Source: an optimization exercise on an open RTL-to-GDS flow (aim: small area). Production flows keep margins and buffers that such runs may drop.
No functional check of the RTL was part of any run shown here.
Power is estimated from default activity; no workload was simulated.

==> design/flow/design.v <==
module alu_fa(input x, input y, input z, output s, output c);
    assign s = x ^ y ^ z;
    assign c = (x & y) | (x & z) | (y & z);
endmodule
module alu_ha(input x, input y, output s, output c);
    assign s = x ^ y;
    assign c = x & y;
endmodule
module alu #(
    parameter INT_W  = 3,
    parameter FRAC_W = 5,
    parameter INST_W = 3,
    parameter DATA_W = INT_W + FRAC_W
)(
    input                     i_clk,
    input                     i_rst_n,
    input                     i_valid,
    input signed [DATA_W-1:0] i_data_a,
    input signed [DATA_W-1:0] i_data_b,
    input        [INST_W-1:0] i_inst,
    output                    o_valid,
    output signed      [DATA_W-1:0] o_data
);
wire [7:0] a = i_data_a;
wire [7:0] b = i_data_b;
wire       sub = i_inst[0];
wire [7:0] bx  = b ^ {8{sub}};
wire [8:0] ac;
wire [7:0] sum;
assign ac[0] = sub;
genvar gi;
generate for (gi = 0; gi < 8; gi = gi + 1) begin : g_add
    alu_fa u_fa (.x(a[gi]), .y(bx[gi]), .z(ac[gi]), .s(sum[gi]), .c(ac[gi+1]));
end endgenerate
wire       ovf    = ac[7] ^ ac[8];
wire [7:0] addsub = ovf ? {~sum[7], {7{sum[7]}}} : sum;
wire       a_lt_b = sum[7] ^ ovf;
wire [7:0] minv   = a_lt_b ? a : b;
wire [15:4] q;
wire pp01_1 = a[0] & b[1];
wire pp02_2 = a[0] & b[2];
wire pp03_3 = a[0] & b[3];
wire pp04_4 = a[0] & b[4];
wire pp05_5 = a[0] & b[5];
wire pp06_6 = a[0] & b[6];
wire pp07_7 = ~(a[0] & b[7]);
wire pp10_8 = a[1] & b[0];
wire pp11_9 = a[1] & b[1];
wire pp12_10 = a[1] & b[2];
wire pp13_11 = a[1] & b[3];
wire pp14_12 = a[1] & b[4];
wire pp15_13 = a[1] & b[5];
wire pp16_14 = a[1] & b[6];
wire pp17_15 = ~(a[1] & b[7]);
wire pp20_16 = a[2] & b[0];
wire pp21_17 = a[2] & b[1];
wire pp22_18 = a[2] & b[2];
wire pp23_19 = a[2] & b[3];
wire pp24_20 = a[2] & b[4];
wire pp25_21 = a[2] & b[5];
wire pp26_22 = a[2] & b[6];
wire pp27_23 = ~(a[2] & b[7]);
wire pp30_24 = a[3] & b[0];
wire pp31_25 = a[3] & b[1];
wire pp32_26 = a[3] & b[2];
wire pp33_27 = a[3] & b[3];
wire pp34_28 = a[3] & b[4];
wire pp35_29 = a[3] & b[5];
wire pp36_30 = a[3] & b[6];
wire pp37_31 = ~(a[3] & b[7]);
wire pp40_32 = a[4] & b[0];
wire pp41_33 = a[4] & b[1];
wire pp42_34 = a[4] & b[2];
wire pp43_35 = a[4] & b[3];
wire pp44_36 = a[4] & b[4];
wire pp45_37 = a[4] & b[5];
wire pp46_38 = a[4] & b[6];
wire pp47_39 = ~(a[4] & b[7]);
wire pp50_40 = a[5] & b[0];
wire pp51_41 = a[5] & b[1];
wire pp52_42 = a[5] & b[2];
wire pp53_43 = a[5] & b[3];
wire pp54_44 = a[5] & b[4];
wire pp55_45 = a[5] & b[5];
wire pp56_46 = a[5] & b[6];
wire pp57_47 = ~(a[5] & b[7]);
wire pp60_48 = a[6] & b[0];
wire pp61_49 = a[6] & b[1];
wire pp62_50 = a[6] & b[2];
wire pp63_51 = a[6] & b[3];
wire pp64_52 = a[6] & b[4];
wire pp65_53 = a[6] & b[5];
wire pp66_54 = a[6] & b[6];
wire pp67_55 = ~(a[6] & b[7]);
wire pp70_56 = ~(a[7] & b[0]);
wire pp71_57 = ~(a[7] & b[1]);
wire pp72_58 = ~(a[7] & b[2]);
wire pp73_59 = ~(a[7] & b[3]);
wire pp74_60 = ~(a[7] & b[4]);
wire pp75_61 = ~(a[7] & b[5]);
wire pp76_62 = ~(a[7] & b[6]);
wire pp77_63 = a[7] & b[7];
wire s64, c65;
wire s66, c67;
wire s68, c69;
wire s70 = ~(pp17_15 ^ pp26_22);
wire c71 = pp17_15 | pp26_22;
wire s72, c73;
wire s74, c75;
wire s76 = ~(pp04_4 ^ pp13_11);
wire c77 = pp04_4 | pp13_11;
wire s78, c79;
wire s80, c81;
wire s82, c83;
wire s84, c85;
wire s86, c87;
wire s88, c89;
wire s90, c91;
wire s92, c93;
wire s94, c95;
wire s96, c97;
wire s98, c99;
wire s100, c101;
wire s102, c103;
wire s104, c105;
wire s106, c107;
wire s108, c109;
wire s110, c111;
wire s112, c113;
wire s114, c115;
wire s116, c117;
wire s118, c119;
wire s120, c121;
wire s122, c123;
wire s124, c125;
wire s126, c127;
wire s128, c129;
wire s130, c131;
wire s132, c133;
wire s134, c135;
wire s136, c137;
wire s138, c139;
wire s140, c141;
wire s142, c143;
wire s144, c145;
wire s146, c147;
wire c148 = pp01_1 & pp10_8;
wire c149 = (pp20_16 & s124) | (pp20_16 & c148) | (s124 & c148);
wire c150 = (s126 & c125) | (s126 & c149) | (c125 & c149);
wire s151, c152;
wire s153, c154;
wire s155, c156;
wire s157, c158;
wire s159, c160;
wire s161, c162;
wire s163, c164;
wire s165, c166;
wire s167, c168;
wire s169, c170;
wire s171, c172;
wire s173 = ~c172;
assign q[4] = s151;
assign q[5] = s153;
assign q[6] = s155;
assign q[7] = s157;
assign q[8] = s159;
assign q[9] = s161;
assign q[10] = s163;
assign q[11] = s165;
assign q[12] = s167;
assign q[13] = s169;
assign q[14] = s171;
assign q[15] = s173;
alu_ha u_s64 (.x(pp06_6), .y(pp15_13), .s(s64), .c(c65));
alu_fa u_s66 (.x(pp07_7), .y(pp16_14), .z(pp25_21), .s(s66), .c(c67));
alu_ha u_s68 (.x(pp34_28), .y(pp43_35), .s(s68), .c(c69));
alu_fa u_s72 (.x(pp35_29), .y(pp44_36), .z(pp53_43), .s(s72), .c(c73));
alu_fa u_s74 (.x(pp27_23), .y(pp36_30), .z(pp45_37), .s(s74), .c(c75));
alu_fa u_s78 (.x(pp05_5), .y(pp14_12), .z(pp23_19), .s(s78), .c(c79));
alu_ha u_s80 (.x(pp32_26), .y(pp41_33), .s(s80), .c(c81));
alu_fa u_s82 (.x(pp24_20), .y(pp33_27), .z(pp42_34), .s(s82), .c(c83));
alu_fa u_s84 (.x(pp51_41), .y(pp60_48), .z(s64), .s(s84), .c(c85));
alu_fa u_s86 (.x(pp52_42), .y(pp61_49), .z(pp70_56), .s(s86), .c(c87));
alu_fa u_s88 (.x(s66), .y(s68), .z(c65), .s(s88), .c(c89));
alu_fa u_s90 (.x(pp62_50), .y(pp71_57), .z(s70), .s(s90), .c(c91));
alu_fa u_s92 (.x(s72), .y(c67), .z(c69), .s(s92), .c(c93));
alu_fa u_s94 (.x(pp54_44), .y(pp63_51), .z(pp72_58), .s(s94), .c(c95));
alu_fa u_s96 (.x(s74), .y(c71), .z(c73), .s(s96), .c(c97));
alu_fa u_s98 (.x(pp37_31), .y(pp46_38), .z(pp55_45), .s(s98), .c(c99));
alu_fa u_s100 (.x(pp64_52), .y(pp73_59), .z(c75), .s(s100), .c(c101));
alu_fa u_s102 (.x(pp47_39), .y(pp56_46), .z(pp65_53), .s(s102), .c(c103));
alu_ha u_s104 (.x(pp03_3), .y(pp12_10), .s(s104), .c(c105));
alu_fa u_s106 (.x(pp22_18), .y(pp31_25), .z(pp40_32), .s(s106), .c(c107));
alu_fa u_s108 (.x(pp50_40), .y(s78), .z(s80), .s(s108), .c(c109));
alu_fa u_s110 (.x(s82), .y(s84), .z(c79), .s(s110), .c(c111));
alu_fa u_s112 (.x(s86), .y(s88), .z(c83), .s(s112), .c(c113));
alu_fa u_s114 (.x(s90), .y(s92), .z(c87), .s(s114), .c(c115));
alu_fa u_s116 (.x(s94), .y(s96), .z(c91), .s(s116), .c(c117));
alu_fa u_s118 (.x(s98), .y(s100), .z(c95), .s(s118), .c(c119));
alu_fa u_s120 (.x(pp74_60), .y(s102), .z(c99), .s(s120), .c(c121));
alu_fa u_s122 (.x(pp57_47), .y(pp66_54), .z(pp75_61), .s(s122), .c(c123));
alu_ha u_s124 (.x(pp02_2), .y(pp11_9), .s(s124), .c(c125));
alu_fa u_s126 (.x(pp21_17), .y(pp30_24), .z(s104), .s(s126), .c(c127));
alu_fa u_s128 (.x(s76), .y(s106), .z(c105), .s(s128), .c(c129));
alu_fa u_s130 (.x(c77), .y(s108), .z(c107), .s(s130), .c(c131));
alu_fa u_s132 (.x(c81), .y(s110), .z(c109), .s(s132), .c(c133));
alu_fa u_s134 (.x(c85), .y(s112), .z(c111), .s(s134), .c(c135));
alu_fa u_s136 (.x(c89), .y(s114), .z(c113), .s(s136), .c(c137));
alu_fa u_s138 (.x(c93), .y(s116), .z(c115), .s(s138), .c(c139));
alu_fa u_s140 (.x(c97), .y(s118), .z(c117), .s(s140), .c(c141));
alu_fa u_s142 (.x(c101), .y(s120), .z(c119), .s(s142), .c(c143));
alu_fa u_s144 (.x(c103), .y(s122), .z(c121), .s(s144), .c(c145));
alu_fa u_s146 (.x(pp67_55), .y(pp76_62), .z(c123), .s(s146), .c(c147));
alu_fa u_s151 (.x(s128), .y(c127), .z(c150), .s(s151), .c(c152));
alu_fa u_s153 (.x(s130), .y(c129), .z(c152), .s(s153), .c(c154));
alu_fa u_s155 (.x(s132), .y(c131), .z(c154), .s(s155), .c(c156));
alu_fa u_s157 (.x(s134), .y(c133), .z(c156), .s(s157), .c(c158));
alu_fa u_s159 (.x(s136), .y(c135), .z(c158), .s(s159), .c(c160));
alu_fa u_s161 (.x(s138), .y(c137), .z(c160), .s(s161), .c(c162));
alu_fa u_s163 (.x(s140), .y(c139), .z(c162), .s(s163), .c(c164));
alu_fa u_s165 (.x(s142), .y(c141), .z(c164), .s(s165), .c(c166));
alu_fa u_s167 (.x(s144), .y(c143), .z(c166), .s(s167), .c(c168));
alu_fa u_s169 (.x(s146), .y(c145), .z(c168), .s(s169), .c(c170));
alu_fa u_s171 (.x(pp77_63), .y(c147), .z(c170), .s(s171), .c(c172));
wire       z    = ~|q[11:4];
wire       sat  = q[15] ? ~&q[14:12] : (|q[14:13] | (q[12] & ~z));
wire [7:0] mulv = sat ? {q[15], {7{~q[15]}}} : {q[15] | z, q[11:5]};
wire       sg_hi  = ~a[7] & a[6] & a[5];
wire       sg_lo  = a[7] & (~a[6] | ~|a[5:0]);
wire       sg_mid = ~sg_hi & ~sg_lo;
wire [7:0] sigv   = {2'b00, ~a[7] & a[6], sg_mid & ~a[7] & ~a[6], a[5:2] & {4{sg_mid}}};
wire [7:0] r1   = b[0] ? {a[0], a[7:1]} : a;
wire [7:0] r2   = b[1] ? {r1[1:0], r1[7:2]} : r1;
wire [7:0] rotv = b[2] ? {r2[3:0], r2[7:4]} : r2;
reg [7:0] res;
always @(*) begin
    case (i_inst)
    3'd0, 3'd1: res = addsub;
    3'd2:       res = mulv;
    3'd3:       res = ~(a & b);
    3'd4:       res = ~(a ^ b);
    3'd5:       res = sigv;
    3'd6:       res = rotv;
    default:    res = minv;
    endcase
end
reg [7:0] o_data_r;
reg       o_valid_r;
always @(posedge i_clk or negedge i_rst_n) begin
    if (!i_rst_n) begin
        o_data_r  <= 8'd0;
        o_valid_r <= 1'b0;
    end else begin
        o_data_r  <= i_valid ? res : 8'd0;
        o_valid_r <= i_valid;
    end
end
assign o_valid = o_valid_r;
assign o_data  = o_data_r;
endmodule
==> design/flow/run.sh <==
#!/bin/bash
# synth_recipe.tcl (not shown) runs the flow's synth.tcl, then flattens the netlist and writes it again
# the make line also repeats each setting of config.mk as NAME=value (left out here)
make -C /OpenROAD-flow-scripts/flow DESIGN_CONFIG=/design/flow/config.mk WORK_HOME=/design/flow/orfs CLKGATE_MAP_FILE= SYNTH_SCRIPT=/design/flow/synth_recipe.tcl finish
==> design/flow/config.mk <==
export PLATFORM = sky130hd
export DESIGN_NAME = alu
export DESIGN_NICKNAME = alu
export VERILOG_FILES = /design/flow/design.v
export SDC_FILE = /design/flow/constraint.sdc
export NUM_CORES = 4
export LEC_CHECK = 0
export CAP_MARGIN = 20
export CORE_MARGIN = 2
export CORE_UTILIZATION = 40
export SLEW_MARGIN = 20
export SYNTH_HIERARCHICAL = 1
==> design/flow/constraint.sdc <==
create_clock -name core_clock -period 7.0 [get_ports {i_clk}]
set_input_delay 1.4000 -clock core_clock [delete_from_list [all_inputs] [get_ports {i_clk}]]
set_output_delay 1.4000 -clock core_clock [all_outputs]
set_load 0.01 [all_outputs]
==> flow_metrics.py, run 1 <==
metrics = {
    "detailed_routing": {
        "drc": 0,
        "vias_per_cell": 6.06,
        "wl_per_cell_um": 21.2,
        "drt_iter0_drc": 164,
        "drtPass1Iterations": 5,
        "drt-total-wl_mm": 9.60,
        "ant_nets": 0,
        "num_vias": 2743,
    },
    "pwr": {
        "p_leak_nw": 1.66,
        "power.density_nw_per_um2": 269,
        "vdd_drop_max_mv": 0.172,
    },
    "synthesis": {
        "async_flop_share": 1.00,
        "synthFlopType": "dfrtp_1",
        "synth_seq_area_share": 0.0740,
        "synth_edf_count": 0,
        "yosysMostFrequentCell": "fa_1",
        "yosysTopAreaCellShare": 0.355,
        "synth_common_cells": "54 x fa_1, 39 x and2_1, 26 x clkbuf_1",
        "synth_fp_nets": 386,
        "post_synth_inst_count": 295,
        "synth.distinct_cells": 56,
        "yosys_warnings": 7,
        "synth_seq_cells": 9,
        "ys_top_cells_by_area": "fa_1 36%, and2_1 8.0%, dfrtp_1 7.4%, ha_1 6.2%, mux4_2 5.9%",
        "avgSynthCellArea_um2": 10.3,
        "synth_top_area_cell": "fa_1",
        "syn_area_um2": 3040,
    },
    "die": {
        "num_rows": 31,
        "core_um2": 7290,
        "die_x_um": 91.2,
        "dieArea_um2": 8320,
        "start_util": 0.417,
        "die_h_um": 91.2,
        "ioPinCount": 31,
    },
    "clocking": {
        "root_buffer": "clkbuf_8",
        "clk_pin_slew_ps": 50,
        "numClockSinks": 9,
        "cts_max_level": 1,
        "cts_tree": "yes",
        "cts_made_buffers": 3,
        "clock_path_buffers": 2,
        "cts-hold-fix-buffers": 0,
    },
    "worst_setup_path": {
        "worst_path_max_delay_cell": "fa_1",
        "critPathLaunchType": "input port",
        "crit_buf_inv": 1,
        "crit_required_ps": 7110,
        "endpoint_kind": "flop",
        "cpMostUsedCell": "fa_2",
        "path_max_fanout": 8,
        "crit_path_cell_trace": "buf_12 -> and2_4 -> fa_1 -> fa_1 -> fa_1 -> fa_2 -> fa_2 -> fa_2 -> fa_2 -> fa_2 -> fa_2 -> fa_2 -> fa_2 -> fa_2 -> fa_1 -> or2_4 -> o311a_4 -> o31a_1",
        "max_stage_delay_ps": 540,
        "crit_type": "in2reg",
        "cpLargestDelayFamily": "adder cells",
        "cp.arrival_ps": 7720,
    },
    "run_status": {
        "so.violations": "setup timing",
        "outcome": "complete, but fails checks",
    },
    "place": {
        "routabilityCongestion": 0.858,
        "place_inst": 446,
        "hpwl_mm": 7.65,
        "place_ws_ps": -1420,
        "port_buffers": 30,
    },
    "timing": {
        "rsz0062_at_grt": "true",
        "period_minus_slack_ps": 7610,
        "finalWorstSetupSlack_ps": -608,
        "maxSlewViolCount": 0,
        "fmax_ghz": 0.131,
        "slew-limit-headroom": 0.372,
        "worst_slew_pin_slew_ps": 940,
        "post-route-period-util": 1.09,
        "fin_tns_setup_ps": -4530,
        "setup_viol": 8,
        "hold_viol": 0,
        "holdWs_ps": 1460,
    },
    "flow_run": {
        "drv_cap": 0,
    },
    "final_layout": {
        "fin_nets": 446,
        "syn_to_final_growth_pct": 30.8,
        "layout.cells.non_filler": 453,
        "drive_above_1_share": 0.336,
        "insertedDiodeCount": 0,
    },
    "global_routing": {
        "track_usage": 0.238,
        "grt_pass1_wl_mm": 15.3,
        "antenna_found_initial": 0,
        "grt_pass1_vias": 2849,
        "grt_overflow": 0,
        "grt_max_degree": 23,
    },
    "hold_path": {
        "hold_path_class": "in2async",
    },
}
-- power breakdown --
| group | leakage, nW | internal [mW] | switching (mW) |
|---|---|---|---|
| registers | 0.116 | 0.0605 | 0.00312 |
| clock network | 0.0228 | 0.0398 | 0.0215 |
| logic | 1.52 | 0.485 | 0.459 |
-- area by class of cell --
| class | count | area [um2] |
|---|---|---|
| repair buffers | 86 | 736 |
| fillers | 675 | 3310 |
| inverters | 6 | 22.5 |
| flip-flops and latches | 9 | 225 |
| clock buffers | 4 | 45.0 |
| well taps | 99 | 124 |
| multi-input cells | 249 | 2830 |
-- Yosys stat by module (local to each module, per instance) --
module  flops+latches  area, um2  cells inside  copies in the design
alu_ha              0       12.5             1                     5
alu                 9       1900           236                     1
alu_fa              0       20.0             1                    54
-- worst paths after layout --
path | startpoint | end | slack, ps | depth (start not counted)
hold / removal | i_rst_n | o_data_r[7] | 1460 | 1
setup / recovery | i_data_a[1] | o_data_r[3] | -610 | 18
min in group core_clock | i_data_a[2] | o_data_r[0] | 1750 | 4
max in group asynchronous | i_rst_n | o_data_r[0] | 5250 | 1
-- routing by layer --
layer / wire [um] / share of wire / global-route usage / vias up
met5: 0 / 0 / 0 / -
li1: - / - / - / 1177
met1: 4230 / 0.44 / 0.329 / 1442
met2: 4750 / 0.49 / 0.399 / 104
met4: 198 / 0.021 / 0.0619 / 0
met3: 421 / 0.044 / 0.0282 / 20
-- flip-flops by register name (all words and copies together) (netlist names) --
| signal | count |
|---|---|
| o_data_r | 8 |
| o_valid_r | 1 |
-- cell families after synthesis --
group / Yosys count / synth area share
AND/OR/NAND/NOR: 88 / 0.168
adder cells (fa/ha/maj): 70 / 0.420
AO/OA/AOI/OAI: 58 / 0.148
buffers and inverters: 37 / 0.0465
multiplexers: 23 / 0.110
XOR/XNOR: 10 / 0.0333
flip-flops: 9 / 0.0740
-- cell usage in the layout (no fill, tap or decap), types with 9 or more instances in the layout --
master           synthesis  final
clkdlybuf4s50_1          0     15
fa_1                    54     44
and2_1                  39     31
nand2_1                 21     21
buf_4                    0     54
mux2i_1                 11     11
fa_2                     0     10
ha_1                    15     10
dfrtp_1                  9      9
-- through the flow --
step,power [mW],cell area (um2),utilization
3_3_place_gp,0.952,3800,0.522
4_1_cts,1.03,3920,0.537
6_report,1.07,3980,0.545
5_1_grt,1.16,3980,0.545
3_5_place_dp,0.954,3800,0.522
2_1_floorplan,0.636,3150,-
-- timing repair --
action	in CTS	in global routing
gates resized for setup	81	6
setup buffers	1	2
pin swaps	13	5
endpoints found under the setup margin	8	8
==> inputs of run 2 (changes only) <==
--- a/design/flow/design.v
+++ b/design/flow/design.v
@@ -2,4 +2,7 @@
     assign s = x ^ y ^ z;
     assign c = (x & y) | (x & z) | (y & z);
+endmodule
+module alu_ao(input g, input p, input c, output o);
+    assign o = g | (p & c);
 endmodule
 module alu_ha(input x, input y, output s, output c);
@@ -30,7 +33,10 @@
 assign ac[0] = sub;
 genvar gi;
+wire [7:0] ag, ap;
 generate for (gi = 0; gi < 8; gi = gi + 1) begin : g_add
-    alu_fa u_fa (.x(a[gi]), .y(bx[gi]), .z(ac[gi]), .s(sum[gi]), .c(ac[gi+1]));
+    alu_ha u_ha (.x(a[gi]), .y(bx[gi]), .s(ap[gi]), .c(ag[gi]));
+    alu_ao u_ao (.g(ag[gi]), .p(ap[gi]), .c(ac[gi]), .o(ac[gi+1]));
 end endgenerate
+assign sum = ap ^ ac[7:0];
 wire       ovf    = ac[7] ^ ac[8];
 wire [7:0] addsub = ovf ? {~sum[7], {7{sum[7]}}} : sum;
@@ -149,27 +155,49 @@
 wire c150 = (s126 & c125) | (s126 & c149) | (c125 & c149);
 wire s151, c152;
-wire s153, c154;
+wire s153 = s151 ^ c150;
+wire c154;
 wire s155, c156;
-wire s157, c158;
+wire s157 = s155 ^ c154;
+wire c158;
 wire s159, c160;
-wire s161, c162;
+wire s161 = s159 ^ c158;
+wire c162;
 wire s163, c164;
-wire s165, c166;
+wire s165 = s163 ^ c162;
+wire c166;
 wire s167, c168;
-wire s169, c170;
+wire s169 = s167 ^ c166;
+wire c170;
 wire s171, c172;
-wire s173 = ~c172;
-assign q[4] = s151;
-assign q[5] = s153;
-assign q[6] = s155;
-assign q[7] = s157;
-assign q[8] = s159;
-assign q[9] = s161;
-assign q[10] = s163;
-assign q[11] = s165;
-assign q[12] = s167;
-assign q[13] = s169;
-assign q[14] = s171;
-assign q[15] = s173;
+wire s173 = s171 ^ c170;
+wire c174;
+wire s175, c176;
+wire s177 = s175 ^ c174;
+wire c178;
+wire s179, c180;
+wire s181 = s179 ^ c178;
+wire c182;
+wire s183, c184;
+wire s185 = s183 ^ c182;
+wire c186;
+wire s187, c188;
+wire s189 = s187 ^ c186;
+wire c190;
+wire s191, c192;
+wire s193 = s191 ^ c190;
+wire c194;
+wire s195 = 1'b1 ^ c194;
+assign q[4] = s153;
+assign q[5] = s157;
+assign q[6] = s161;
+assign q[7] = s165;
+assign q[8] = s169;
+assign q[9] = s173;
+assign q[10] = s177;
+assign q[11] = s181;
+assign q[12] = s185;
+assign q[13] = s189;
+assign q[14] = s193;
+assign q[15] = s195;
 alu_ha u_s64 (.x(pp06_6), .y(pp15_13), .s(s64), .c(c65));
 alu_fa u_s66 (.x(pp07_7), .y(pp16_14), .z(pp25_21), .s(s66), .c(c67));
@@ -212,15 +240,26 @@
 alu_fa u_s144 (.x(c103), .y(s122), .z(c121), .s(s144), .c(c145));
 alu_fa u_s146 (.x(pp67_55), .y(pp76_62), .z(c123), .s(s146), .c(c147));
-alu_fa u_s151 (.x(s128), .y(c127), .z(c150), .s(s151), .c(c152));
-alu_fa u_s153 (.x(s130), .y(c129), .z(c152), .s(s153), .c(c154));
-alu_fa u_s155 (.x(s132), .y(c131), .z(c154), .s(s155), .c(c156));
-alu_fa u_s157 (.x(s134), .y(c133), .z(c156), .s(s157), .c(c158));
-alu_fa u_s159 (.x(s136), .y(c135), .z(c158), .s(s159), .c(c160));
-alu_fa u_s161 (.x(s138), .y(c137), .z(c160), .s(s161), .c(c162));
-alu_fa u_s163 (.x(s140), .y(c139), .z(c162), .s(s163), .c(c164));
-alu_fa u_s165 (.x(s142), .y(c141), .z(c164), .s(s165), .c(c166));
-alu_fa u_s167 (.x(s144), .y(c143), .z(c166), .s(s167), .c(c168));
-alu_fa u_s169 (.x(s146), .y(c145), .z(c168), .s(s169), .c(c170));
-alu_fa u_s171 (.x(pp77_63), .y(c147), .z(c170), .s(s171), .c(c172));
+alu_ha u_s151 (.x(s128), .y(c127), .s(s151), .c(c152));
+alu_ao u_c154 (.g(c152), .p(s151), .c(c150), .o(c154));
+alu_ha u_s155 (.x(s130), .y(c129), .s(s155), .c(c156));
+alu_ao u_c158 (.g(c156), .p(s155), .c(c154), .o(c158));
+alu_ha u_s159 (.x(s132), .y(c131), .s(s159), .c(c160));
+alu_ao u_c162 (.g(c160), .p(s159), .c(c158), .o(c162));
+alu_ha u_s163 (.x(s134), .y(c133), .s(s163), .c(c164));
+alu_ao u_c166 (.g(c164), .p(s163), .c(c162), .o(c166));
+alu_ha u_s167 (.x(s136), .y(c135), .s(s167), .c(c168));
+alu_ao u_c170 (.g(c168), .p(s167), .c(c166), .o(c170));
+alu_ha u_s171 (.x(s138), .y(c137), .s(s171), .c(c172));
+alu_ao u_c174 (.g(c172), .p(s171), .c(c170), .o(c174));
+alu_ha u_s175 (.x(s140), .y(c139), .s(s175), .c(c176));
+alu_ao u_c178 (.g(c176), .p(s175), .c(c174), .o(c178));
+alu_ha u_s179 (.x(s142), .y(c141), .s(s179), .c(c180));
+alu_ao u_c182 (.g(c180), .p(s179), .c(c178), .o(c182));
+alu_ha u_s183 (.x(s144), .y(c143), .s(s183), .c(c184));
+alu_ao u_c186 (.g(c184), .p(s183), .c(c182), .o(c186));
+alu_ha u_s187 (.x(s146), .y(c145), .s(s187), .c(c188));
+alu_ao u_c190 (.g(c188), .p(s187), .c(c186), .o(c190));
+alu_ha u_s191 (.x(pp77_63), .y(c147), .s(s191), .c(c192));
+alu_ao u_c194 (.g(c192), .p(s191), .c(c190), .o(c194));
 wire       z    = ~|q[11:4];
 wire       sat  = q[15] ? ~&q[14:12] : (|q[14:13] | (q[12] & ~z));
==> run 2 against run 1 <==
  * Now clean on timing, DRC and antenna
  * Maximum frequency grew 13%
  * Via count fell by 3.6%
  * Worst setup slack better by 870 ps
  * Synthesized area fell by 0.78%
  * Synthesized cell count increased by 9.2%
  * Critical path type unchanged
  * Largest power group unchanged
==> flow_metrics.py, run 2 <==
metrics = {
    "global_routing": {
        "grt_overflow": 0,
        "grt_pass1_vias": 2694,
        "antenna_found_initial": 0,
        "grt_max_degree": 20,
        "grt_pass1_wl_mm": 14.3,
        "track_usage": 0.224,
    },
    "synthesis": {
        "synth_seq_cells": 9,
        "yosysMostFrequentCell": "and2_1",
        "yosysTopAreaCellShare": 0.232,
        "synthAdderAreaFrac": 0.377,
        "synth_common_cells": "37 x and2_1, 35 x fa_1, 34 x ha_1",
        "synth_fp_nets": 413,
        "synth_seq_area_share": 0.0746,
        "post_synth_inst_count": 322,
        "synth_top_area_cell": "fa_1",
        "synthMuxAreaShare": 0.0804,
        "synthSimpleGateAreaFrac": 0.175,
        "ys_top_cells_by_area": "fa_1 23%, ha_1 14%, and2_1 7.7%, dfrtp_1 7.5%, mux4_2 6.0%",
        "synth_edf_count": 0,
        "synthFlopType": "dfrtp_1",
        "synth_xor_area_frac": 0.0813,
        "synth-compound-area-share": 0.169,
        "synth_top_family_by_area": "adder cells",
        "syn_area_um2": 3020,
        "synth.distinct_cells": 49,
        "yosys_warnings": 7,
        "avgSynthCellArea_um2": 9.37,
        "async_flop_share": 1.00,
    },
    "hold_path": {
        "hold_path_class": "in2async",
    },
    "final_layout": {
        "layout.cells.non_filler": 472,
        "insertedDiodeCount": 0,
        "syn_to_final_growth_pct": 23.4,
        "regMostFlops": "o_data_r",
        "top_regs": "o_data_r (8), o_valid_r (1)",
        "drive_above_1_share": 0.166,
        "final_cell_mix": "43 x buf_4, 37 x and2_1, 35 x fa_1",
        "fin_nets": 465,
        "largest_reg_flops": 8,
        "layout.cells.most_common": "buf_4",
        "fill_cells": 725,
    },
    "flow_run": {
        "drv_cap": 0,
    },
    "place": {
        "place_inst": 468,
        "port_buffers": 30,
        "hpwl_mm": 7.25,
        "place_ws_ps": -116,
        "routabilityCongestion": 0.902,
    },
    "die": {
        "die_h_um": 90.9,
        "core_um2": 7290,
        "dieArea_um2": 8260,
        "num_rows": 31,
        "start_util": 0.414,
        "die_x_um": 90.9,
        "ioPinCount": 31,
    },
    "worst_setup_path": {
        "max_stage_delay_ps": 550,
        "worst_path_max_delay_cell": "fa_1",
        "cpMostUsedCell": "a21o_1",
        "crit_type": "in2reg",
        "cpLargestDelayFamily": "adder cells",
        "endpoint_kind": "flop",
        "crit_path_cell_trace": "clkdlybuf4s50_1 -> and2_1 -> fa_1 -> fa_1 -> fa_1 -> fa_1 -> ha_1 -> a21o_1 -> a21o_1 -> a21o_1 -> a21o_1 -> a21o_1 -> a21o_1 -> a21o_1 -> xor2_1 -> nor4b_2 -> nand4_1 -> o2111a_2 -> o311a_1",
        "critPathLaunchType": "input port",
        "cp.arrival_ps": 6840,
        "crit_required_ps": 7110,
        "crit_buf_inv": 1,
        "path_max_fanout": 7,
    },
    "detailed_routing": {
        "wl_per_cell_um": 18.7,
        "vias_per_cell": 5.60,
        "drtPass1Iterations": 4,
        "drt-total-wl_mm": 8.82,
        "drc": 0,
        "num_vias": 2645,
        "ant_nets": 0,
        "drt_iter0_drc": 137,
    },
    "pwr": {
        "p_leak_nw": 1.75,
        "vdd_drop_max_mv": 0.104,
        "p_total_uw": 811,
        "power.density_nw_per_um2": 218,
    },
    "clocking": {
        "cts_made_buffers": 3,
        "root_buffer": "clkbuf_8",
        "numClockSinks": 9,
        "cts_max_level": 1,
        "clock_path_buffers": 2,
        "clk_pin_slew_ps": 40,
        "cts_tree": "yes",
        "cts-hold-fix-buffers": 0,
    },
    "timing": {
        "fmax_ghz": 0.148,
        "worst_slew_pin_slew_ps": 755,
        "hold_viol": 0,
        "post-route-period-util": 0.962,
        "rsz0062_at_grt": "false",
        "finalWorstSetupSlack_ps": 264,
        "maxSlewViolCount": 0,
        "period_minus_slack_ps": 6740,
        "slew-limit-headroom": 0.490,
        "fin_tns_setup_ps": 0,
        "setup_viol": 0,
    },
    "run_status": {
        "outcome": "timing/DRC/antenna clean",
    },
}
## run 2: cell types whose count changed after synthesis, sizes merged, moves of 5 or more
cell / previous run / this run
ha: 15 / 34
fa: 54 / 35
o21ai: 7 / 14
xor2: 8 / 20
nor2: 5 / 12
a21o: 0 / 19
xnor2: 1 / 8
mux2i: 11 / 4
clkbuf: 26 / 21
## run 2: routing by layer
metal,share of wire,vias to the layer above,global-route usage
li1,-,1244,-
met1,0.43,1284,0.304
met2,0.48,93,0.358
met3,0.066,24,0.0409
met4,0.026,0,0.0795
met5,0,-,0
## run 2: area by class of cell
class | instances | area, um2 | area share
Multi-Input combinational cell | 281 | 2680 | 0.719
Timing Repair Buffer | 73 | 631 | 0.169
Sequential cell | 9 | 225 | 0.0605
Tap cell | 99 | 124 | 0.0333
Clock buffer | 4 | 45.0 | 0.0121
Inverter | 6 | 22.5 | 0.00605
## run 2: power by group
group          total (mW)  internal (mW)  switching (mW)
sequential         0.0636         0.0610         0.00259
clock              0.0578         0.0395          0.0183
combinational       0.689          0.358           0.332
## run 2: worst max-delay path by stage
stage / from / cells past startpoint / to
finish: i_data_b[6] / 19 / o_data_r[2]
global route: i_data_b[4] / 18 / o_data_r[2]
CTS: i_data_a[1] / 19 / o_data_r[2]
detailed placement: i_data_a[1] / 19 / o_data_r[2]
global placement: i_data_a[1] / 20 / o_data_r[2]
floorplan: i_data_b[0] / 20 / o_data_r[2]
## run 2: cell families (layout without fill, tap and decap cells)
| family | after synthesis | in the layout |
|---|---|---|
| AND/OR/NAND/NOR | 97 | 97 |
| AO/OA/AOI/OAI | 72 | 72 |
| adder cells (fa/ha/maj) | 70 | 70 |
| buffers and inverters | 32 | 83 |
| XOR/XNOR | 28 | 28 |
| multiplexers | 14 | 14 |
| flip-flops | 9 | 9 |
## run 2: repair_timing
action                                  in CTS  in global routing
endpoints found under the hold margin        0                  0
resized for setup                            0                  4
buffers inserted                             0                  0
endpoints found under the setup margin       0                  8
## run 2: per-module statistics from Yosys (local to each module, per instance)
module  flops+latches  copies in the design
alu_fa              0                    35
alu_ha              0                    24
alu_ao              0                    19
alu                 9                     1
## run 2: through the flow
| stage | hold slack, ps | util | instance area (um2) |
|---|---|---|---|
| final | 1450 | 0.511 | 3720 |
| after global routing | 1470 | 0.511 | 3720 |
| after CTS | 1460 | 0.508 | 3700 |
| after detailed placement | 1700 | 0.502 | 3660 |
| after global placement | 1710 | 0.502 | 3660 |
| after floorplan | 1100 | - | 3020 |
==> inputs of run 3 (changes only) <==
--- a/design/flow/config.mk
+++ b/design/flow/config.mk
@@ -9,4 +9,5 @@
 export CORE_MARGIN = 2
 export CORE_UTILIZATION = 40
+export GPL_TIMING_DRIVEN = 0
 export SLEW_MARGIN = 20
 export SYNTH_HIERARCHICAL = 1
==> run 3 against run 2 <==
  * Non-clock buffer count fell by 13
  * Sequential share of layout area grew 0.093 points
  * Utilization fell by 0.77 points
  * Cell count down 2.8%
  * Critical endpoint is now o_data_r[4]
  * Highest routed layer unchanged
==> flow_metrics.py, run 3 <==
metrics = {
    "synthesis": {
        "ys_top_cells_by_area": "fa_1 23%, ha_1 14%, and2_1 7.7%, dfrtp_1 7.5%, mux4_2 6.0%",
        "synthMuxAreaShare": 0.0804,
        "synth-compound-area-share": 0.169,
        "syn_area_um2": 3020,
        "synth_top_area_cell": "fa_1",
        "synth_seq_cells": 9,
        "synth_common_cells": "37 x and2_1, 35 x fa_1, 34 x ha_1",
        "post_synth_inst_count": 322,
        "synth_fp_nets": 413,
        "synth_top_family_by_area": "adder cells",
        "yosysMostFrequentCell": "and2_1",
        "synth.distinct_cells": 49,
        "synth_xor_area_frac": 0.0813,
        "synthSimpleGateAreaFrac": 0.175,
        "avgSynthCellArea_um2": 9.37,
        "synth_seq_area_share": 0.0746,
        "async_flop_share": 1.00,
        "synthFlopType": "dfrtp_1",
        "yosys_warnings": 7,
        "yosysTopAreaCellShare": 0.232,
        "synthAdderAreaFrac": 0.377,
        "synth_edf_count": 0,
    },
    "pwr": {
        "vdd_drop_max_mv": 0.120,
        "power.density_nw_per_um2": 205,
        "p_leak_nw": 1.73,
    },
    "final_layout": {
        "fin_nets": 452,
        "regMostFlops": "o_data_r",
        "final_core_util": 0.503,
        "largest_reg_flops": 8,
        "layout.cells.most_common": "and2_1",
        "insertedDiodeCount": 0,
        "final_cell_mix": "37 x and2_1, 35 x fa_1, 32 x ha_1",
        "fill_cells": 718,
        "syn_to_final_growth_pct": 21.6,
        "fin_area_um2": 3670,
        "top_regs": "o_data_r (8), o_valid_r (1)",
        "layout.cells.non_filler": 459,
        "drive_above_1_share": 0.139,
    },
    "clocking": {
        "cts_tree": "yes",
        "cts_made_buffers": 3,
        "clk_pin_slew_ps": 40,
        "cts_max_level": 1,
        "clock_path_buffers": 2,
        "root_buffer": "clkbuf_8",
        "numClockSinks": 9,
    },
    "run_status": {
        "outcome": "timing/DRC/antenna clean",
    },
    "detailed_routing": {
        "ant_nets": 0,
        "vias_per_cell": 5.66,
        "drt-total-wl_mm": 8.66,
        "num_vias": 2599,
        "drt_iter0_drc": 236,
        "wl_per_cell_um": 18.9,
        "drtPass1Iterations": 4,
        "drc": 0,
    },
    "global_routing": {
        "grt_max_degree": 18,
        "grt_pass1_wl_mm": 14.0,
        "grt_overflow": 0,
        "track_usage": 0.215,
        "grt_pass1_vias": 2549,
        "antenna_found_initial": 0,
    },
    "die": {
        "dieArea_um2": 8260,
        "start_util": 0.414,
        "num_rows": 31,
        "ioPinCount": 31,
        "core_um2": 7290,
        "die_x_um": 90.9,
        "die_h_um": 90.9,
    },
    "worst_setup_path": {
        "critPathLaunchType": "input port",
        "max_stage_delay_ps": 530,
        "crit_type": "in2reg",
        "worst_path_max_delay_cell": "fa_1",
        "crit_required_ps": 7110,
        "cpMostUsedCell": "a21o_1",
        "crit_path_cell_trace": "clkbuf_2 -> clkbuf_8 -> and2_1 -> fa_1 -> fa_1 -> fa_1 -> fa_1 -> ha_1 -> a21o_1 -> a21o_1 -> a21o_1 -> a21o_1 -> a21o_1 -> a21o_1 -> a21o_1 -> xor2_2 -> nor4b_2 -> nand4_1 -> o2111a_2 -> o31a_1",
        "path_max_fanout": 10,
        "cp.arrival_ps": 6820,
        "endpoint_kind": "flop",
    },
    "timing": {
        "setup_viol": 0,
        "post-route-period-util": 0.959,
        "rsz0062_at_grt": "false",
        "fin_tns_setup_ps": 0,
        "maxSlewViolCount": 0,
        "slew-limit-headroom": 0.465,
        "fmax_ghz": 0.149,
        "period_minus_slack_ps": 6720,
        "holdWs_ps": 1440,
        "hold_viol": 0,
        "worst_slew_pin_slew_ps": 796,
    },
    "place": {
        "place_inst": 450,
        "place_area_um2": 3430,
        "port_buffers": 29,
        "hpwl_mm": 6.76,
        "routabilityCongestion": 0.892,
    },
    "hold_path": {
        "hold_path_class": "in2async",
    },
    "flow_run": {
        "drv_cap": 0,
    },
}
-- run 3: kinds of logic after synthesis --
group,count (synthesis)
and+or+nand+nor,97
xor gates and xnor gates,28
DFF,9
buffers and inverters,32
adders and majority gates,70
muxes,14
AOI/OAI and AO/OA,72
-- run 3: final cells by class --
class	instances	area (um2)	area share
clock buffer	4	45.0	0.0123
buffer	24	211	0.0576
timing repair buffer	36	333	0.0907
multi-input combinational	281	2710	0.738
tap	99	124	0.0338
inverter	6	22.5	0.00614
sequential	9	225	0.0614
-- run 3: power breakdown --
group	switching [mW]	total, mW	internal (mW)
logic	0.340	0.631	0.292
registers	0.00192	0.0629	0.0610
clock network	0.0189	0.0584	0.0395
-- run 3: what timing repair did --
item	in CTS	in global routing
endpoints found under the setup margin	8	8
gates cloned	0	1
buffers inserted	0	6
pin swaps	5	20
gates resized for setup	37	51
hold buffers	0	0
-- run 3: per-stage QoR --
| step | power [mW] | setup WS [ps] |
|---|---|---|
| final | 0.753 | 284 |
| after global routing | 0.822 | 1.22 |
| after CTS | 0.732 | 9.79 |
| after detailed placement | 0.661 | -875 |
| after global placement | 0.655 | -918 |
| after floorplan | 0.496 | 281 |
-- run 3: path summary, 6_finish.rpt --
kind                       slack [ps]           to         from
worst max-delay path              280  o_data_r[4]  i_data_a[2]
worst min-delay path             1440  o_data_r[2]      i_rst_n
max in group asynchronous        5300    o_valid_r      i_rst_n
min in group core_clock          1660    o_valid_r      i_valid
-- run 3: critical path: cells and delay by family --
family	cells	cell delay, ps
buf+inv	2	350
compound gates	9	2050
fa+ha+maj	5	2260
xor+xnor	1	200
simple gates	3	560
-- run 3: modules after synthesis (local to each module, per instance) --
module	copies in the design	cell area, um2
alu	1	1870
alu_ao	19	7.51
alu_fa	35	20.0
alu_ha	24	12.5
-- run 3: metal layers --
| metal | vias to the layer above | GRT usage | routed length [um] |
|---|---|---|---|
| li1 | 1220 | - | - |
| met1 | 1269 | 0.322 | 3930 |
| met2 | 103 | 0.349 | 4010 |
| met3 | 7 | 0.0167 | 645 |
| met4 | 0 | 0.0265 | 68 |
| met5 | - | 0 | 0 |
==> inputs of run 4 (changes only) <==
==> design/flow/design.v (replaced) <==
module alu #(
    parameter INT_W  = 3,
    parameter FRAC_W = 5,
    parameter INST_W = 3,
    parameter DATA_W = INT_W + FRAC_W
)(
    input                     i_clk,
    input                     i_rst_n,
    input                     i_valid,
    input signed [DATA_W-1:0] i_data_a,
    input signed [DATA_W-1:0] i_data_b,
    input        [INST_W-1:0] i_inst,
    output                    o_valid,
    output signed      [DATA_W-1:0] o_data
);
   parameter OP_ADD 	= 3'd0,
			 OP_SUB 	= 3'd1,
			 OP_MULT 	= 3'd2,
			 OP_NAND 	= 3'd3,
			 OP_XNOR	= 3'd4,
			 OP_SIGMOID = 3'd5,
			 OP_SHIFT 	= 3'd6,
			 OP_MIN 	= 3'd7;
integer i;
reg signed [DATA_W:0] o_data_w, o_data_r;
reg             o_valid_w, o_valid_r;
wire [DATA_W-2:0]	upper_limit;
wire [DATA_W-2:0]	bottom_limit;
wire signed [DATA_W*2-1:0] mult;
wire signed [DATA_W-1:0] signed_sigmoid;
wire signed [DATA_W-1:0] compare_positive;
wire signed [DATA_W-1:0] compare_negtive;
wire [DATA_W-1:0] 	unsigned_idatab;
wire [DATA_W-1:0] 	amount_shift;
wire [DATA_W-1:0] 	shift0, shift1, shift2, shift3, shift4, shift5, shift6, shift7;
assign o_valid = o_valid_r;
assign o_data = o_data_r;
assign upper_limit = ~i_data_a[6:0];
assign bottom_limit = i_data_a[6:0];
assign mult = i_data_a * i_data_b;
assign signed_sigmoid = (i_data_a >>> 2);
assign compare_positive = 8'b01100000 ;
assign compare_negtive = 8'b11000000 ;
assign unsigned_idatab = i_data_b;
assign amount_shift = unsigned_idatab % 8;
assign shift0 = i_data_a;
assign shift1 = {i_data_a[0],i_data_a[7:1]};
assign shift2 = {i_data_a[1:0],i_data_a[7:2]};
assign shift3 = {i_data_a[2:0],i_data_a[7:3]};
assign shift4 = {i_data_a[3:0],i_data_a[7:4]};
assign shift5 = {i_data_a[4:0],i_data_a[7:5]};
assign shift6 = {i_data_a[5:0],i_data_a[7:6]};
assign shift7 = {i_data_a[6:0],i_data_a[7]};
always@(*) o_valid_w = i_valid;
always@(*) begin	
	if( i_valid ) begin
		case( i_inst )
		OP_ADD : begin
			if( i_data_a[7] ) begin
				if( i_data_b[7] == 0 ) o_data_w = i_data_a + i_data_b;	
				else if( -i_data_b > bottom_limit ) o_data_w = -128;
				else o_data_w = i_data_a + i_data_b;	
			end
			else begin
				if( i_data_b[7] ) o_data_w = i_data_a + i_data_b;	
				else if( i_data_b > upper_limit ) o_data_w = 127;
				else o_data_w = i_data_a + i_data_b;	
			end
		end
		OP_SUB : begin
			if( i_data_a[7] ) begin
				if( i_data_b[7] ) o_data_w = i_data_a - i_data_b;	
				else if( i_data_b > bottom_limit ) o_data_w = -128;
				else o_data_w = i_data_a - i_data_b;	
			end
			else begin
				if( i_data_b[7] == 0 ) o_data_w = i_data_a - i_data_b;	
				else if( -i_data_b > upper_limit ) o_data_w = 127;
				else o_data_w = i_data_a - i_data_b;	
			end
		end
		OP_MULT : begin
			if( mult[15] == 0 ) begin
				if( mult[14:10] > 3 ) o_data_w = 127;
				else o_data_w = ( mult[4] )? mult[12:5] + 1 : mult[12:5];
			end
			else begin
				if( mult[14:10] < 5'b11100 ) o_data_w = -128;
				else o_data_w = ( mult[4] )? {1'b1,mult[11:5]+1'b1}: {1'b1,mult[11:5]};
			end
		end
		OP_NAND : o_data_w = ~(i_data_a & i_data_b);	
		OP_XNOR	: o_data_w = ~(i_data_a ^ i_data_b);
		OP_SIGMOID : begin 
			if( i_data_a >= compare_positive ) o_data_w = 8'b00100000;
			else if( i_data_a <= compare_negtive ) o_data_w = 0;
			else o_data_w = 8'b00010000 + signed_sigmoid;
		end
		OP_SHIFT : begin 
			case(amount_shift)
			0: o_data_w = shift0;	
			1: o_data_w = shift1;	
			2: o_data_w = shift2;	
			3: o_data_w = shift3;	
			4: o_data_w = shift4;	
			5: o_data_w = shift5;	
			6: o_data_w = shift6;	
			7: o_data_w = shift7;	
			default: o_data_w = shift0;
			endcase
		end
		OP_MIN : begin 
			if( i_data_a > i_data_b ) o_data_w = i_data_b;
			else o_data_w = i_data_a;
		end
		endcase
	end
	else 	o_data_w = 0;
end
always@(posedge i_clk or negedge i_rst_n) begin
    if(!i_rst_n) begin
        o_data_r  <= 0;
        o_valid_r <= 0;
    end 
	else begin
        o_data_r  <= o_data_w;
        o_valid_r <= o_valid_w;
    end
end
endmodule
--- a/design/flow/config.mk
+++ b/design/flow/config.mk
@@ -9,5 +9,3 @@
 export CORE_MARGIN = 2
 export CORE_UTILIZATION = 40
-export GPL_TIMING_DRIVEN = 0
 export SLEW_MARGIN = 20
-export SYNTH_HIERARCHICAL = 1
==> run 4 against run 3 <==
  * Combinational power grew to 2.8 times the previous value
  * Routed wire length grew 140%
  * Largest cell class unchanged
  * Die area grew 78%
  * Sequential cell count is the same
  * First-iteration DRC count grew 120%
  * Critical endpoint is now o_data_r[7]
  * Critical path depth shrank 3
  * Cell count grew 98%
  * Non-clock buffer count grew 7
  * Hold slack gained 13 ps
  * Utilization shrank 3.4 points
  * Highest routed layer unchanged
==> flow_metrics.py, run 4 <==
metrics = {
    "detailed_routing": {
        "drt-total-wl_mm": 20.5,
        "wl_per_cell_um": 22.5,
        "ant_nets": 0,
        "drtPass1Iterations": 8,
        "vias_per_cell": 6.07,
        "drc": 0,
        "drt_iter0_drc": 526,
        "num_vias": 5513,
    },
    "global_routing": {
        "track_usage": 0.284,
        "grt_max_degree": 16,
        "grt_pass1_wl_mm": 31.8,
        "antenna_found_initial": 0,
        "grt_pass1_vias": 5547,
        "grt_overflow": 0,
    },
    "clocking": {
        "post-cts-setup-buffer-count": 0,
        "clock_path_buffers": 2,
        "cts_max_level": 1,
        "cts_made_buffers": 3,
        "clk_pin_slew_ps": 40,
        "numClockSinks": 9,
        "cts_tree": "yes",
        "root_buffer": "clkbuf_16",
        "cts-hold-fix-buffers": 0,
    },
    "synthesis": {
        "yosysMostFrequentCell": "inv_1",
        "yosys_warnings": 1,
        "synth.distinct_cells": 71,
        "synth_fp_nets": 839,
        "synth_top_area_cell": "fa_1",
        "synth_common_cells": "90 x inv_1, 72 x ha_1, 62 x nor2_1",
        "post_synth_inst_count": 689,
        "ys_top_cells_by_area": "fa_1 20%, ha_1 16%, inv_1 6.2%, nor2_1 4.2%, dfrtp_1 4.1%",
        "avgSynthCellArea_um2": 7.97,
        "synthAdderAreaFrac": 0.368,
        "synth_seq_area_share": 0.0410,
        "synthSimpleGateAreaFrac": 0.177,
        "syn_area_um2": 5490,
        "synthFlopType": "dfrtp_1",
        "synth_seq_cells": 9,
        "synth_edf_count": 0,
        "synth-compound-area-share": 0.259,
        "synthMuxAreaShare": 0.0173,
        "async_flop_share": 1.00,
        "yosysTopAreaCellShare": 0.204,
        "synth_top_family_by_area": "adder cells",
        "synth_xor_area_frac": 0.0456,
    },
    "pwr": {
        "cell_internal_pwr_uw": 859,
        "power.density_nw_per_um2": 311,
        "p_leak_nw": 2.86,
        "p_comb_frac": 0.913,
        "p_seq_frac": 0.037,
        "clkPwrFrac": 0.050,
        "netSwitchingFraction": 0.559,
        "power.net_switching_mw": 1.09,
        "p_total_mw": 1.95,
        "vdd_drop_max_mv": 0.278,
    },
    "place": {
        "hpwl_mm": 16.9,
        "port_buffers": 30,
        "routabilityCongestion": 0.938,
        "place_area_um2": 6150,
        "place_inst": 904,
        "place_ws_ps": -53.9,
    },
    "timing": {
        "hold_viol": 0,
        "maxSlewViolCount": 0,
        "rsz0062_at_grt": "false",
        "setup_viol": 0,
        "post-route-period-util": 0.961,
        "worst_slew_pin_slew_ps": 913,
        "finalWorstSetupSlack_ps": 270,
        "fin_tns_setup_ps": 0,
        "holdWs_ps": 1460,
        "period_minus_slack_ps": 6730,
        "slew-limit-headroom": 0.388,
        "fmax_ghz": 0.149,
    },
    "final_layout": {
        "fin_area_um2": 6260,
        "layout.cells.non_filler": 908,
        "syn_to_final_growth_pct": 14.1,
        "drive_above_1_share": 0.0929,
        "largest_reg_flops": 8,
        "fin_nets": 883,
        "regMostFlops": "o_data_r",
        "final_cell_mix": "90 x inv_1, 72 x ha_1, 62 x nor2_1",
        "layout.cells.most_common": "inv_1",
        "final_core_util": 0.469,
        "top_regs": "o_data_r (8), o_valid_r (1)",
        "insertedDiodeCount": 0,
    },
    "worst_setup_path": {
        "crit_required_ps": 7080,
        "max_stage_delay_ps": 730,
        "cpMostUsedCell": "fa_1",
        "path_max_fanout": 8,
        "critPathLaunchType": "input port",
        "endpoint_kind": "flop",
        "crit_path_cell_trace": "clkdlybuf4s50_1 -> nand2_1 -> fa_1 -> inv_1 -> fa_1 -> inv_1 -> fa_1 -> fa_1 -> inv_1 -> ha_1 -> a21o_1 -> or3_1 -> a31oi_1 -> o21ai_1 -> and3_1 -> a2111oi_1 -> a221oi_1",
        "crit_type": "in2reg",
        "cp.arrival_ps": 6810,
        "worst_path_max_delay_cell": "clkdlybuf4s50_1",
    },
    "die": {
        "ioPinCount": 31,
        "dieArea_um2": 14700,
        "core_um2": 13300,
        "die_h_um": 121,
        "num_rows": 42,
        "die_x_um": 121,
        "start_util": 0.411,
    },
    "hold_path": {
        "hold_path_class": "in2async",
    },
    "flow_run": {
        "drv_cap": 0,
    },
    "run_status": {
        "outcome": "timing/DRC/antenna clean",
    },
}
==> run 4: kinds of logic after synthesis <==
group,after synthesis
AND/OR/NAND/NOR,199
AO/OA/AOI/OAI,192
flip-flops,9
multiplexers,8
adder cells (fa/ha/maj),128
buffers and inverters,126
XOR/XNOR,27
==> run 4: power groups by stage <==
stage               clock network [mW]  registers [mW]  logic [mW]
detailed placement                   0          0.0730        1.69
floorplan                            0          0.0813        1.27
CTS                             0.0999          0.0723        1.70
finish                          0.0982          0.0718        1.78
global route                     0.103          0.0734        1.94
global placement                     0          0.0730        1.65
==> run 4: cell type report <==
class | count | area, um2
clock buffer | 4 | 78.8
tap | 176 | 220
multi-input combinational | 554 | 4790
fill | 1358 | 7080
inverter | 98 | 368
timing repair buffer | 67 | 583
sequential | 9 | 225
==> run 4: worst paths after layout <==
path                       depth (start not counted)     endpoint   startpoint
worst max-delay path                              17  o_data_r[7]  i_data_b[2]
worst min-delay path                               1  o_data_r[5]      i_rst_n
max in group asynchronous                          1  o_data_r[6]      i_rst_n
min in group core_clock                            1    o_valid_r      i_valid
==> run 4: metal layers <==
metal	GRT usage	vias up	routed length [um]
li1	-	2517	-
met1	0.394	2712	9040
met2	0.461	235	9490
met3	0.0324	49	1230
met4	0.0898	0	701
met5	0	-	0
==> run 4: what timing repair did <==
action,in CTS,in global routing
hold endpoints to repair,0,0
gates resized for setup,0,6
setup endpoints to repair,0,7
==> run 4: critical path: cells and delay by family <==
| family | cells | cell delay [ps] |
|---|---|---|
| buffers and inverters | 4 | 930 |
| AO/OA/AOI/OAI | 5 | 1190 |
| AND/OR/NAND/NOR | 3 | 760 |
| adder cells (fa/ha/maj) | 5 | 2520 |

re-timing with driven ports:
In the flow no input, the clock included, has a driving cell. The finished layouts below were timed again as built, in two steps. Step 1, drivers: a clkbuf_16 drives i_clk and a buf_2 each remaining input, both assumed. Step 2 adds t to the input delays and takes it off the output delays; t is the mean of the earliest and latest rising clock arrival at the registers after step 1. Input paths then give back, and output paths get back, about the clock's delay inside the block. Slacks: no drivers / after step 1 / after step 2; pairs: no drivers / after step 1.
| run | t (ns) | setup WS [ns] | worst hold slack (ns) | worst register clock-pin slew, ns | cell pins on the clock port's net |
|---|---|---|---|---|---|
| run 1 | 0.259 | -0.608 / -0.629 / -0.888 | 1.459 / 1.465 / 1.724 | 0.05 / 0.05 | 1 |
| run 2 | 0.248 | 0.264 / 0.265 / 0.017 | 1.454 / 1.467 / 1.715 | 0.04 / 0.04 | 1 |
| run 3 | 0.253 | 0.284 / 0.285 / 0.032 | 1.443 / 1.454 / 1.707 | 0.04 / 0.04 | 1 |
| run 4 | 0.259 | 0.270 / 0.273 / 0.015 | 1.457 / 1.455 / 1.714 | 0.04 / 0.04 | 1 |
For run 1, which loses most, drivers alone change the setup slack by -0.021 ns; drivers and shift together by -0.280 ns.
